What follows belongs to an exercise in optimizing a design on an open flow for small area and a short achievable clock period; a production flow would make more cautious choices. Only simulation tests tie the RTL to the original design; equivalence was not proved. Power and IR drop assume default switching activity.

== alpha ==
## statem
module statem(
	input	wire		clk,
	input	wire		rst,
	input	wire[15:0]	sw,
	output	wire[15:0]	Fout
	);
Size in the first run: about 490 cells after synthesis, about 43 flip-flops, roughly 34 I/O pins, ~3800 um2 of cells after synthesis.
Settings: LEC_CHECK=0, CAP_MARGIN=20, CORE_MARGIN=2, CORE_UTILIZATION=40, SETUP_SLACK_MARGIN=3.0, SLEW_MARGIN=20; clock period 6.0 ns.
standard.sh (not shown) runs the stock make flow with config.mk's settings and CLKGATE_MAP_FILE= SYNTH_SCRIPT=/design/flow/synth_recipe.tcl, a recipe that flattens the netlist after the stock synthesis.
==> flow/flow/run.sh <==
#!/bin/bash
# Own flow: the standard layout, except that synthesis leaves adders to ABC
# (no full/half-adder cells) and maps with the ABC script in flow/abc.script.
set -euo pipefail
W=$(pwd)
# scripts folder = ORFS's scripts, with abc_area.script replaced by ours
mkdir -p "$W/scripts_own"
for f in "$FLOW_HOME"/scripts/*; do ln -sf "$f" "$W/scripts_own/"; done
rm -f "$W/scripts_own/abc_area.script"
cp "$W/flow/abc.script" "$W/scripts_own/abc_area.script"
make -C "$FLOW_HOME" DESIGN_CONFIG="$W/config.mk" WORK_HOME="$W/orfs" CLKGATE_MAP_FILE= \
	SYNTH_SCRIPT="$W/synth_recipe.tcl" SCRIPTS_DIR="$W/scripts_own" \
	ADDER_MAP_FILE= ABC_AREA=1 synth > "$W/synth.log" 2>&1
# the rest of the standard flow (synthesis is up to date, so make skips it),
# with plain buffers on the ports
export BUFFER_PORTS_ARGS="-buffer_cell sky130_fd_sc_hd__buf_2"
bash "$W/standard.sh" > "$W/layout.log" 2>&1
==> flow/flow/abc.script <==
strash
&get -n
&st
&dch -f
&nf -R 100
&put
topo
What beta does differently from alpha at the input level:
==> flow/flow/abc.script <==
strash
&get -n
&st
&dch -f
&nf -R 75
&put
topo
--- a/flow/config.mk
+++ b/flow/config.mk
@@ -9,4 +9,5 @@
 export CORE_MARGIN = 2
-export CORE_UTILIZATION = 40
-export SETUP_SLACK_MARGIN = 3.0
+export CORE_UTILIZATION = 60
+export PLACE_DENSITY = 0.75
+export SETUP_SLACK_MARGIN = 2.8
 export SLEW_MARGIN = 20
- Relative to alpha, vertical extent of the die has gone down in beta.
- Diff alpha -> beta: sum of routed wire length over all layers decreased about 8%; synthesized area moved up.
- Compared with alpha, beta shows switching power lower by 0.0058 mW.
- On via count of the first global-routing pass, beta and alpha are neck and neck.
- On cell area after layout, alpha loses to beta.
- The total power of the final layout number comes out higher for alpha vs beta.
- The utilization in beta sits 22 points above the value recorded for alpha.
## Diff of input files: gamma against beta
==> flow/flow/abc.script <==
strash
&get -n
&st
&dch -f
&dc2
&dch -f
&nf -R 100
&put
topo
--- a/flow/config.mk
+++ b/flow/config.mk
@@ -9,5 +9,4 @@
 export CORE_MARGIN = 2
-export CORE_UTILIZATION = 60
-export PLACE_DENSITY = 0.75
-export SETUP_SLACK_MARGIN = 2.8
+export CORE_UTILIZATION = 40
+export SETUP_SLACK_MARGIN = 2.9
 export SLEW_MARGIN = 20
### Flow results
- Going from beta to gamma, the detailed route wirelength on metal3 was found to have gone down by 19%.
- The run showing the smaller hold slack is beta.
- gamma ended with more die footprint than beta.
- Re critical path data arrival time: gamma is 0.08 ns up on beta.
- Compared with beta, gamma shows power after layout that has gone up by a few percent.
- The run showing the smaller combinational power share is beta.
Changes in delta relative to gamma:
==> flow/flow/abc.script <==
strash
&get -n
&st
&dch -f
&nf -a
&put
topo
--- a/flow/config.mk
+++ b/flow/config.mk
@@ -10,3 +10,3 @@
 export CORE_UTILIZATION = 40
-export SETUP_SLACK_MARGIN = 2.9
+export SETUP_SLACK_MARGIN = 2.8
 export SLEW_MARGIN = 20
## What came out
Post-placement cell count (delta over gamma): increase, 4.0%. [compare] base=gamma new=delta: hold-fix buffer count after cts comparable; highest clock rate lower; number of buffers created by CTS did not really move; core region area higher. Between delta and gamma, it is delta whose global-route usage is higher, by 0.25 points. On number of instances in the synthesized netlist, delta and gamma are basically level. Re final cell count without fillers: delta and gamma aren't equal, and the higher value belongs to delta. delta vs. gamma: fraction of area in registers went up by 0.68 points. Power ended up about 4% lower on delta than on gamma.
--- input diff delta..epsilon ---
==> flow/flow/abc.script <==
strash
&get -n
&st
&dch -f
&nf -R 75
&put
topo
--- a/flow/config.mk
+++ b/flow/config.mk
@@ -10,2 +10,3 @@
 export CORE_UTILIZATION = 40
+export CTS_BUF_LIST = sky130_fd_sc_hd__clkbuf_4 sky130_fd_sc_hd__clkbuf_8
 export SETUP_SLACK_MARGIN = 2.8
Relative to delta, synthesized-area fraction occupied by and/or/nand/nor cells decreased by 0.39 points in epsilon. Compared to delta, the router laid down less metal wire for epsilon. Changes observed in epsilon relative to delta: clock power share rose 9.1 points; setup fix buffers added after clock tree synthesis climbed 3; synthesized area fell about 4.4%. epsilon vs delta: via density per instance up in epsilon. Going from delta to epsilon, the die area was found to have gone down by 450 um2. Clock period minus final worst setup slack on epsilon is down relative to delta.

---

The RTL this note starts from:
==> flow/design.v <==
module alu(
	input	wire		en,
	input	wire[3:0]	op,
	input	wire[15:0]	A,
	input	wire[15:0]	B,
	input	wire[15:0]	p,
	input	wire[15:0]	g,
	output	wire[15:0]	res
	);
	wire	o_and = en & (op == 4'b0011);
	wire	o_or  = en & (op == 4'b0100);
	wire	o_xor = en & (op == 4'b0101);
	wire	o_not = en & (op == 4'b0110);
	wire	o_sll = en & (op == 4'b0111);
	wire	o_srl = en & (op == 4'b1000);
	wire	o_sra = en & (op == 4'b1001);
	wire	o_rol = en & (op == 4'b1010);
	wire	right = (op[3:1] == 3'b100);
	wire	sg = o_and | o_or;
	wire	sp = o_or | o_xor;
	wire[15:0]	lo = ({16{sg}} & g) | ({16{sp}} & p) | ({16{o_not}} & ~A);
	wire[3:0]	b = B[3:0];
	wire[3:0]	amt;
	assign amt[0] = b[0];
	assign amt[1] = b[1] ^ (right & b[0]);
	assign amt[2] = b[2] ^ (right & (b[0] | b[1]));
	assign amt[3] = b[3] ^ (right & (b[0] | b[1] | b[2]));
	wire[15:0]	r0 = amt[0] ? {A[14:0], A[15]} : A;
	wire[15:0]	r1 = amt[1] ? {r0[13:0], r0[15:14]} : r0;
	wire[15:0]	r2 = amt[2] ? {r1[11:0], r1[15:12]} : r1;
	wire[15:0]	r3 = amt[3] ? {r2[7:0], r2[15:8]} : r2;
	wire		big = |B[15:4];
	wire		b16 = (B == 16'd16);
	wire[15:0]	tlv = 16'hffff << b;	 
	wire		rolm = o_rol & (~big | b16);
	wire		sllm = o_sll & ~big;
	wire		srm = (o_srl | o_sra) & ~big;
	genvar k;
	generate
		for (k = 0; k < 16; k = k + 1) begin : shm
			wire tr = tlv[15-k];
			wire m = (sllm & tlv[k]) | (srm & tr) | rolm;
			assign res[k] = (r3[k] & m) | (o_sra & A[15] & ~(tr & ~big)) | lo[k];
		end
	endgenerate
endmodule
module statem(
	input	wire		clk,
	input	wire		rst,
	input	wire[15:0]	sw,
	output	wire[15:0]	Fout
	);
	reg[1:0]	i;
	reg		show;		 
	reg[15:0]	A0;
	reg[15:0]	B0;
	reg		cin;
	wire[15:0]	p = A0 ^ B0;
	wire[15:0]	g = A0 & B0;
	wire[79:0]	gl;
	wire[79:0]	pl;
	assign gl[15:0] = {g[15:1], g[0] | (p[0] & cin)};
	assign pl[15:0] = p;
	genvar k, l;
	generate
		for (l = 0; l < 4; l = l + 1) begin : lvl
			for (k = 0; k < 16; k = k + 1) begin : bt
				if ((k >> l) & 1) begin : op
					localparam integer j = ((k >> l) << l) - 1;
					assign gl[16*l+16+k] = gl[16*l+k] | (pl[16*l+k] & gl[16*l+j]);
					assign pl[16*l+16+k] = pl[16*l+k] & pl[16*l+j];
				end else begin : pass
					assign gl[16*l+16+k] = gl[16*l+k];
					assign pl[16*l+16+k] = pl[16*l+k];
				end
			end
		end
	endgenerate
	wire[16:0]	c = {gl[79:64], cin};
	wire[15:0]	s = p ^ c[15:0];
	assign Fout = {16{show}} & s;
	wire	SF = s[15];
	wire	ZF = ~(|s);
	wire	CF = c[16] ^ cin;
	wire	OF = (c[15] ^ c[16]) & ~(cin & ~(|A0));
	wire	i0 = (i == 2'd0);
	wire	i1 = (i == 2'd1);
	wire	i2 = (i == 2'd2);
	wire	i3 = (i == 2'd3);
	wire	o_add = (sw[3:0] == 4'b0001);
	wire	o_sub = (sw[3:0] == 4'b0010);
	wire[15:0]	res;
	alu a(.en(i2), .op(sw[3:0]), .A(A0), .B(B0), .p(p), .g(g), .res(res));
	always @(posedge clk or negedge rst) begin
		if (rst == 0) begin
			i <= 2'd0;
			show <= 1'b0;
		end else begin
			i <= i + 2'd1;
			if (i2)
				show <= 1'b1;
		end
	end
	always @(posedge clk) begin
		cin <= i2 & o_sub;
		if (i0 | i3 | (i2 & ~o_add & ~o_sub))
			A0 <= ({16{i0}} & sw) | res | {12'b0, {4{i3}} & {SF, OF, ZF, CF}};
		if (i1 | i3 | (i2 & ~o_add))
			B0 <= ({16{i1}} & sw) | ({16{i2 & o_sub}} & ~B0);
	end
endmodule
make LEC_CHECK=0 CAP_MARGIN=20 CORE_MARGIN=2 CORE_UTILIZATION=40 SLEW_MARGIN=20 finish   # period 6.0 ns
run.sh (not shown) runs the stock make flow with config.mk's settings and CLKGATE_MAP_FILE= SYNTH_SCRIPT=/design/flow/synth_recipe.tcl, a recipe that flattens the netlist after the stock synthesis.
Stock flow here: none of the scripts above is used.
The first run passed the timing, design-rule and antenna checks.
Rerun with:
--- a/flow/config.mk
+++ b/flow/config.mk
@@ -9,3 +9,4 @@
 export CORE_MARGIN = 2
 export CORE_UTILIZATION = 40
+export SETUP_SLACK_MARGIN = 2.0
 export SLEW_MARGIN = 20
Effect: Global-route usage goes up by 1.0 points; die area does not change; routed wire length goes up by 6.5%; register-to-register slack improved by 0.21 ns.
Rerun with:
--- a/flow/config.mk
+++ b/flow/config.mk
@@ -9,4 +9,4 @@
 export CORE_MARGIN = 2
 export CORE_UTILIZATION = 40
-export SETUP_SLACK_MARGIN = 2.0
+export SETUP_SLACK_MARGIN = 3.0
 export SLEW_MARGIN = 20
Result: Synthesized area stays the same; clock power came out higher by about 3%; worst setup slack gets better by 0.11 ns.

-- separate check: timing with driven ports --
In the flow no input, the clock included, has a driving cell. The finished layouts below were timed again as built, in two steps. Step 1 assumes that a clkbuf_16 drives the clock port and a buf_2 every other input. Step 2, shift: input delay + t, output delay - t, t = (earliest + latest rising clock arrival at the registers) / 2. This alone moves slack from input paths to output paths. a / b / c = ideal ports / drivers / drivers and shift; a / b = the first two.
run	t (ns)	setup slack, ns	hold WS [ns]	worst setup path after step 2	worst register clock-pin slew, ns
alpha	0.337	2.997 / 2.967 / 2.630	0.549 / 0.549 / 0.549	input to register	0.10 / 0.10
beta	0.346	2.805 / 2.813 / 2.467	0.552 / 0.552 / 0.552	input to register	0.09 / 0.09
gamma	0.334	2.907 / 2.895 / 2.561	0.632 / 0.632 / 0.632	input to register	0.09 / 0.09
delta	0.334	2.791 / 2.804 / 2.470	0.517 / 0.517 / 0.517	input to register	0.09 / 0.09
epsilon	0.337	2.864 / 2.832 / 2.511	0.559 / 0.559 / 0.559	input to register	0.10 / 0.10
the first run of note 2	0.342	1.055 / 1.023 / 1.365	0.518 / 0.518 / 0.518	register to output	0.11 / 0.11
the second run of note 2	0.337	1.714 / 1.680 / 2.016	0.504 / 0.504 / 0.504	register to output	0.09 / 0.09
the third run of note 2	0.336	1.827 / 1.793 / 2.128	0.519 / 0.519 / 0.519	register to output	0.09 / 0.09
After both steps setup and hold are still met in every run listed. The setup slack of alpha, which loses most, moves by -0.030 ns with the drivers and by -0.367 ns with both steps.
